From an optimization exercise on the open Yosys and OpenROAD flow, aimed at small area, a short achievable clock period and few clock cycles per item; shortcuts taken in it are not production practice.
At most, simulation tests tie the RTL to the original design; equivalence was not proved.

build 80:
// HitTest
module HitTest(
    input clk,
    input rst,
    input start,
    input rsel,
    input [15:0] x,
    input [15:0] y,
    input [15:0] notex,
    input [15:0] notey,
    input signed [15:0] indx,
    input signed [15:0] indy,
    output valJR,
    output valE,
    output valr,
    output valR,
    output reg ready
);
Settings: LEC_CHECK=0, CAP_MARGIN=20, CORE_MARGIN=2, CORE_UTILIZATION=60, SETUP_SLACK_MARGIN=2.5, SLEW_MARGIN=20, SYNTH_HIERARCHICAL=1, SYNTH_MINIMUM_KEEP_SIZE=0; clock period 10.0 ns.
run.sh (not shown) runs the stock make flow with config.mk's settings and CLKGATE_MAP_FILE= SYNTH_SCRIPT=/design/flow/synth_recipe.tcl, a recipe that flattens the netlist after the stock synthesis.
Testbench counts of build 80, summed over its fixed seeds: cycles 16,000, items 16,000.
Input changes introduced in build 19 (baseline for comparison: build 80):
==> flow/flow/run.sh (new file) <==
#!/bin/bash
set -euo pipefail
B="BUFFER_PORTS_ARGS=-buffer_cell sky130_fd_sc_hd__buf_1"
R=orfs/results/sky130hd/HitTest/base
bash standard.sh "$B" floorplan > standard_floorplan.log 2>&1
cat > upsize.tcl <<EOT
read_liberty $FLOW_HOME/platforms/sky130hd/lib/sky130_fd_sc_hd__tt_025C_1v80.lib
read_db $R/2_floorplan.odb
set n 0
foreach inst [[ord::get_db_block] getInsts] {
  set name [\$inst getName]
  if {[[\$inst getMaster] getName] eq "sky130_fd_sc_hd__dfxtp_1" && [string match {[nm][ab][xy]*} \$name]} {
    replace_cell \$name sky130_fd_sc_hd__dfxtp_4
    incr n
  }
}
puts "upsized \$n registers"
write_db $R/2_floorplan.odb
EOT
openroad -no_init -exit upsize.tcl > upsize.log 2>&1
bash standard.sh "$B" SETUP_MOVE_SEQUENCE=sizeup,swap finish > standard_finish.log 2>&1
==> flow/standard.sh (new file) <==
#!/bin/bash
# synth_recipe.tcl (not shown) runs the flow's synth.tcl, then flattens the netlist and writes it again
# the make line also repeats each setting of config.mk as NAME=value (left out here)
make -C /OpenROAD-flow-scripts/flow DESIGN_CONFIG=/design/flow/config.mk WORK_HOME=/design/flow/orfs CLKGATE_MAP_FILE= SYNTH_SCRIPT=/design/flow/synth_recipe.tcl "${@:-finish}"
--- a/flow/config.mk
+++ b/flow/config.mk
@@ -10,3 +10,3 @@
 export CORE_UTILIZATION = 60
-export SETUP_SLACK_MARGIN = 2.5
+export SETUP_SLACK_MARGIN = 3.6
 export SLEW_MARGIN = 20
removed: flow/run.sh
==> comparison <==
- Build 19: worst hold margin is 0.37 ns lower than what build 80 reported.
- Fmax sits higher in build 19 than in build 80.
- [build 19] all-layer global routing usage fell 0.58 points relative to build 80
- From build 80 to build 19 the numbers moved as follows: area fraction of clock buffers and clock inverters saw little to no change; utilization shows a reduction of 1.7 points; global-route wire length before repair shrank by about 2%.
- Build 19 against build 80; final cell count without fillers is down slightly.
The inputs of build 59 differ from those of build 19 as listed below.
--- a/flow/config.mk
+++ b/flow/config.mk
@@ -9,4 +9,4 @@
 export CORE_MARGIN = 2
-export CORE_UTILIZATION = 60
-export SETUP_SLACK_MARGIN = 3.6
+export CORE_UTILIZATION = 70
+export SETUP_SLACK_MARGIN = 3.3
 export SLEW_MARGIN = 20
Notes after the runs:
Diff build 19 -> build 59 | post-route standard cell area excluding fillers | decrease of 210 um2. Compared with build 19, build 59 shows placement row count that has gone down by a little under 10%. Summary — number of filler cells placed in the layout, build 59 relative to build 19: lower, by 718. Of build 59 and build 19, it is build 59 that has the lower fraction of layout instances using a drive strength above 1. Build 19 has a lower minimum period implied by the final worst setup slack than build 59.
Inputs modified between build 59 and build 56:
--- a/flow/config.mk
+++ b/flow/config.mk
@@ -9,3 +9,3 @@
 export CORE_MARGIN = 2
-export CORE_UTILIZATION = 70
+export CORE_UTILIZATION = 60
 export SETUP_SLACK_MARGIN = 3.3
[summary]
Build 56 finished end to end and its layout was clean on timing, DRC and antenna.
Looking at the reports, build 59 completed the entire flow and the layout it produced met the timing, DRC and antenna checks.
Going from build 59 to build 56, share of the clock period used by the worst path after layout went down by 6.2 points, die extent in x increased 7.8%, routed length on met1 went up, met3 wire length went down 21%, global routing met1 resource utilization went down by 7.2 points.

* * *

HitTest, a different RTL version from the one above (not shown whole).
Size: ~1800 cells after synthesis, ~70 flip-flops, roughly 110 I/O pins, roughly 0.019 mm^2 of cells after synthesis.
export LEC_CHECK = 0
export CAP_MARGIN = 20
export CORE_MARGIN = 2
export CORE_UTILIZATION = 60
export SETUP_SLACK_MARGIN = 2.5
export SLEW_MARGIN = 20
export SYNTH_HIERARCHICAL = 1
export SYNTH_MINIMUM_KEEP_SIZE = 0
create_clock -name core_clock -period 10.0 [get_ports {clk}]
standard.sh (not shown) runs the stock make flow with config.mk's settings and CLKGATE_MAP_FILE= SYNTH_SCRIPT=/design/flow/synth_recipe.tcl, a recipe that flattens the netlist after the stock synthesis.
==> flow/flow/run.sh <==
#!/bin/bash
set -euo pipefail
B="BUFFER_PORTS_ARGS=-buffer_cell sky130_fd_sc_hd__buf_1"
R=orfs/results/sky130hd/HitTest/base
bash standard.sh "$B" floorplan > standard_floorplan.log 2>&1
cat > upsize.tcl <<EOT
read_liberty $FLOW_HOME/platforms/sky130hd/lib/sky130_fd_sc_hd__tt_025C_1v80.lib
read_db $R/2_floorplan.odb
set n 0
foreach inst [[ord::get_db_block] getInsts] {
  set name [\$inst getName]
  if {[[\$inst getMaster] getName] eq "sky130_fd_sc_hd__dfxtp_1" && [string match {n[ab][xy]*} \$name]} {
    replace_cell \$name sky130_fd_sc_hd__dfxtp_4
    incr n
  }
}
puts "upsized \$n registers"
write_db $R/2_floorplan.odb
EOT
openroad -no_init -exit upsize.tcl > upsize.log 2>&1
bash standard.sh "$B" finish > standard_finish.log 2>&1
The starting point ran to the end with no violations.
Rerun with:
==> flow/flow/run.sh (replaced) <==
#!/bin/bash
# The standard layout, with the ports buffered by the smallest buffer
# (sky130_fd_sc_hd__buf_1) rather than the cell buffer_ports picks by itself;
# timing repair still resizes any port buffer on a critical path.
set -euo pipefail
bash standard.sh BUFFER_PORTS_ARGS="-buffer_cell sky130_fd_sc_hd__buf_1" finish > standard.log 2>&1
- CORE_UTILIZATION: 60 -> 75
- SETUP_SLACK_MARGIN: 2.5 -> 3.5
Outcome: The new run ran to the end with no violations; wire length rises by 6.5%; global-route usage rises by 8.5 points.
Function was not checked in any run of this note: the RTL went through the layout flow alone.

* * *

== harbor ==
HitTest with an RTL version that a note above also has.
For scale: roughly 1500 cells after synthesis, ~66 flip-flops, ~110 I/O pins.
Design HitTest, start of the top module:
module HitTest(
    input clk,
    input rst,
    input start,
    input rsel,
    input [15:0] x,
    input [15:0] y,
    input [15:0] notex,
    input [15:0] notey,
    input signed [15:0] indx,
    input signed [15:0] indy,
    output valJR,
    output valE,
    output valr,
    output valR,
    output reg ready
);
reg [15:0] nax, nay;
reg [15:0] mbx, mby;
reg rs;
wire [16:0] dax, day, dbx, dby;
wire [15:0] nx = ~x, ny = ~y;    
RippleSub subax(.np(nx), .c(notex), .nd(dax));
RippleSub subay(.np(ny), .c(notey), .nd(day));
RippleSub subbx(.np(nx), .c(indx), .nd(dbx));
RippleSub subby(.np(ny), .c(indy), .nd(dby));
wire [15:0] aax, aay, abx, aby;
Magnitude magax(.nd(dax), .m(aax));
Magnitude magay(.nd(day), .m(aay));
Magnitude magbx(.nd(dbx), .m(abx));
Magnitude magby(.nd(dby), .m(aby));
always @(posedge clk) begin
    ready <= start & ~rst;
    nax <= ~aax;
    nay <= ~aay;
    mbx <= abx;
    mby <= aby;
    rs <= rsel;
end
Calvalid calvN(.na(nax), .nb(nay), .rsel(rs), .inJR(valJR), .inE(valE), .inR(valr));
CalvalidR calvI(.ma(mbx), .mb(mby), .rsel(rs), .inR(valR));
endmodule
export LEC_CHECK = 0
export CAP_MARGIN = 20
export CORE_MARGIN = 2
export CORE_UTILIZATION = 60
export SETUP_SLACK_MARGIN = 3.0
export SLEW_MARGIN = 20
export SYNTH_HIERARCHICAL = 1
export SYNTH_MINIMUM_KEEP_SIZE = 0
create_clock -name core_clock -period 10.0 [get_ports {clk}]
==> flow/flow/run.sh <==
#!/bin/bash
set -euo pipefail
B="BUFFER_PORTS_ARGS=-buffer_cell sky130_fd_sc_hd__buf_1"
R=orfs/results/sky130hd/HitTest/base
bash standard.sh "$B" floorplan > standard_floorplan.log 2>&1
cat > upsize.tcl <<EOT
read_liberty $FLOW_HOME/platforms/sky130hd/lib/sky130_fd_sc_hd__tt_025C_1v80.lib
read_db $R/2_floorplan.odb
set n 0
foreach inst [[ord::get_db_block] getInsts] {
  set name [\$inst getName]
  if {[[\$inst getMaster] getName] eq "sky130_fd_sc_hd__dfxtp_1" && [string match {[nm][ab][xy]*} \$name]} {
    replace_cell \$name sky130_fd_sc_hd__dfxtp_4
    incr n
  }
}
puts "upsized \$n registers"
write_db $R/2_floorplan.odb
EOT
openroad -no_init -exit upsize.tcl > upsize.log 2>&1
bash standard.sh "$B" SETUP_MOVE_SEQUENCE=sizeup,swap finish > standard_finish.log 2>&1
harbor reached the final stage; the timing, DRC and antenna checks on its layout passed.
Testbench counts of harbor, summed over its fixed seeds: cycles 16,000, items 16,000.
Edits applied to the flow inputs when going from harbor to zinc:
Settings: CORE_UTILIZATION changed from 60 to 50; SETUP_SLACK_MARGIN changed from 3.0 to 3.3.
==> run notes <==
On total negative slack for setup checks, harbor and zinc are neck and neck. In zinc the relative area change from synthesis to final layout turned out 0.67 points higher than in harbor. The lower final worst slack came out of harbor.

* * *

HitTest, a different RTL version from the one above (not shown whole).
Size in the first run: roughly 1900 cells after synthesis, about 5 flip-flops, roughly 110 I/O pins, roughly 18000 um2 of cells after synthesis.
Settings: LEC_CHECK=0, CAP_MARGIN=20, CORE_MARGIN=2, CORE_UTILIZATION=40, SETUP_SLACK_MARGIN=1, SLEW_MARGIN=20, SYNTH_HIERARCHICAL=1, SYNTH_MINIMUM_KEEP_SIZE=0; clock period 10.0 ns.
run.sh (not shown) runs the stock make flow with config.mk's settings and CLKGATE_MAP_FILE= SYNTH_SCRIPT=/design/flow/synth_recipe.tcl, a recipe that flattens the netlist after the stock synthesis.
Stock flow here: none of the scripts above is used.
Testbench counts at the start, summed over its fixed seeds: cycles 16,000, items 16,000.
Change:
--- a/flow/config.mk
+++ b/flow/config.mk
@@ -9,5 +9,4 @@
 export CORE_MARGIN = 2
 export CORE_UTILIZATION = 40
-export SETUP_SLACK_MARGIN = 1
 export SLEW_MARGIN = 20
 export SYNTH_HIERARCHICAL = 1
The changed run ran to the end with no violations.
Non-clock buffer count came out lower by 51.
Via count came out lower slightly.
Utilization came out lower by 2.2 points.
Die area is unchanged.
Routed wire length came out lower slightly.
Worst setup slack loses 730 ps.
Count of clock-buffer cells in the layout stays the same.
Fmax came out lower by a little under a tenth.
Global-route usage barely changes.
Final area came out lower by a few percent.
Change:
--- a/flow/config.mk
+++ b/flow/config.mk
@@ -9,4 +9,5 @@
 export CORE_MARGIN = 2
 export CORE_UTILIZATION = 40
+export SETUP_SLACK_MARGIN = 2
 export SLEW_MARGIN = 20
 export SYNTH_HIERARCHICAL = 1
Outcome: Global-route usage grows by 2.1 points. Wire length climbs by 8.7%. Die area is unchanged. Area after synthesis does not change.

==> what the ideal ports hide <==
The flow's constraints put no driver on any port. The routed layouts listed below were extracted and timed again, unchanged, in two steps.
Step 1, drivers: a clkbuf_16 drives clk and a buf_2 each remaining input, both assumed.
Step 2 also shifts input and output timing later by t, the mid clock arrival at the registers, as if the neighbouring blocks saw the same clock.
Three values: no drivers, after step 1, after step 2; two values: the first two.
| run | shift t [ns] | setup WS [ns] | hold slack, ns |
|---|---|---|---|
| build 80 | 0.359 | 2.722 / 2.685 / 2.483 | 2.124 / 2.111 / 2.470 |
| build 19 | 0.371 | 3.150 / 3.107 / 3.316 | 1.758 / 1.739 / 2.110 |
| build 59 | 0.380 | 2.591 / 2.545 / 2.924 | 1.759 / 1.735 / 2.114 |
| build 56 | 0.371 | 3.211 / 3.169 / 3.085 | 1.756 / 1.738 / 2.110 |
| the first run of note 2 | 0.387 | 2.887 / 2.843 / 3.229 | 1.758 / 1.736 / 2.123 |
| the second run of note 2 | 0.377 | 3.068 / 3.025 / 3.402 | 1.763 / 1.747 / 2.124 |
| harbor | 0.372 | 3.132 / 3.090 / 2.986 | 1.756 / 1.738 / 2.110 |
| zinc | 0.372 | 3.190 / 3.152 / 3.168 | 1.755 / 1.741 / 2.113 |
| the first run of note 4 | 0.275 | 1.270 / 1.272 / 0.997 | 2.314 / 2.302 / 2.577 |
| the second run of note 4 | 0.274 | 0.535 / 0.546 / 0.271 | 2.314 / 2.303 / 2.577 |
| the third run of note 4 | 0.258 | 1.473 / 1.466 / 1.208 | 2.338 / 2.337 / 2.595 |
After both steps every run listed still meets setup and hold. For the first run of note 4, which loses most, drivers alone change the setup slack by +0.002 ns; drivers and shift together by -0.273 ns.
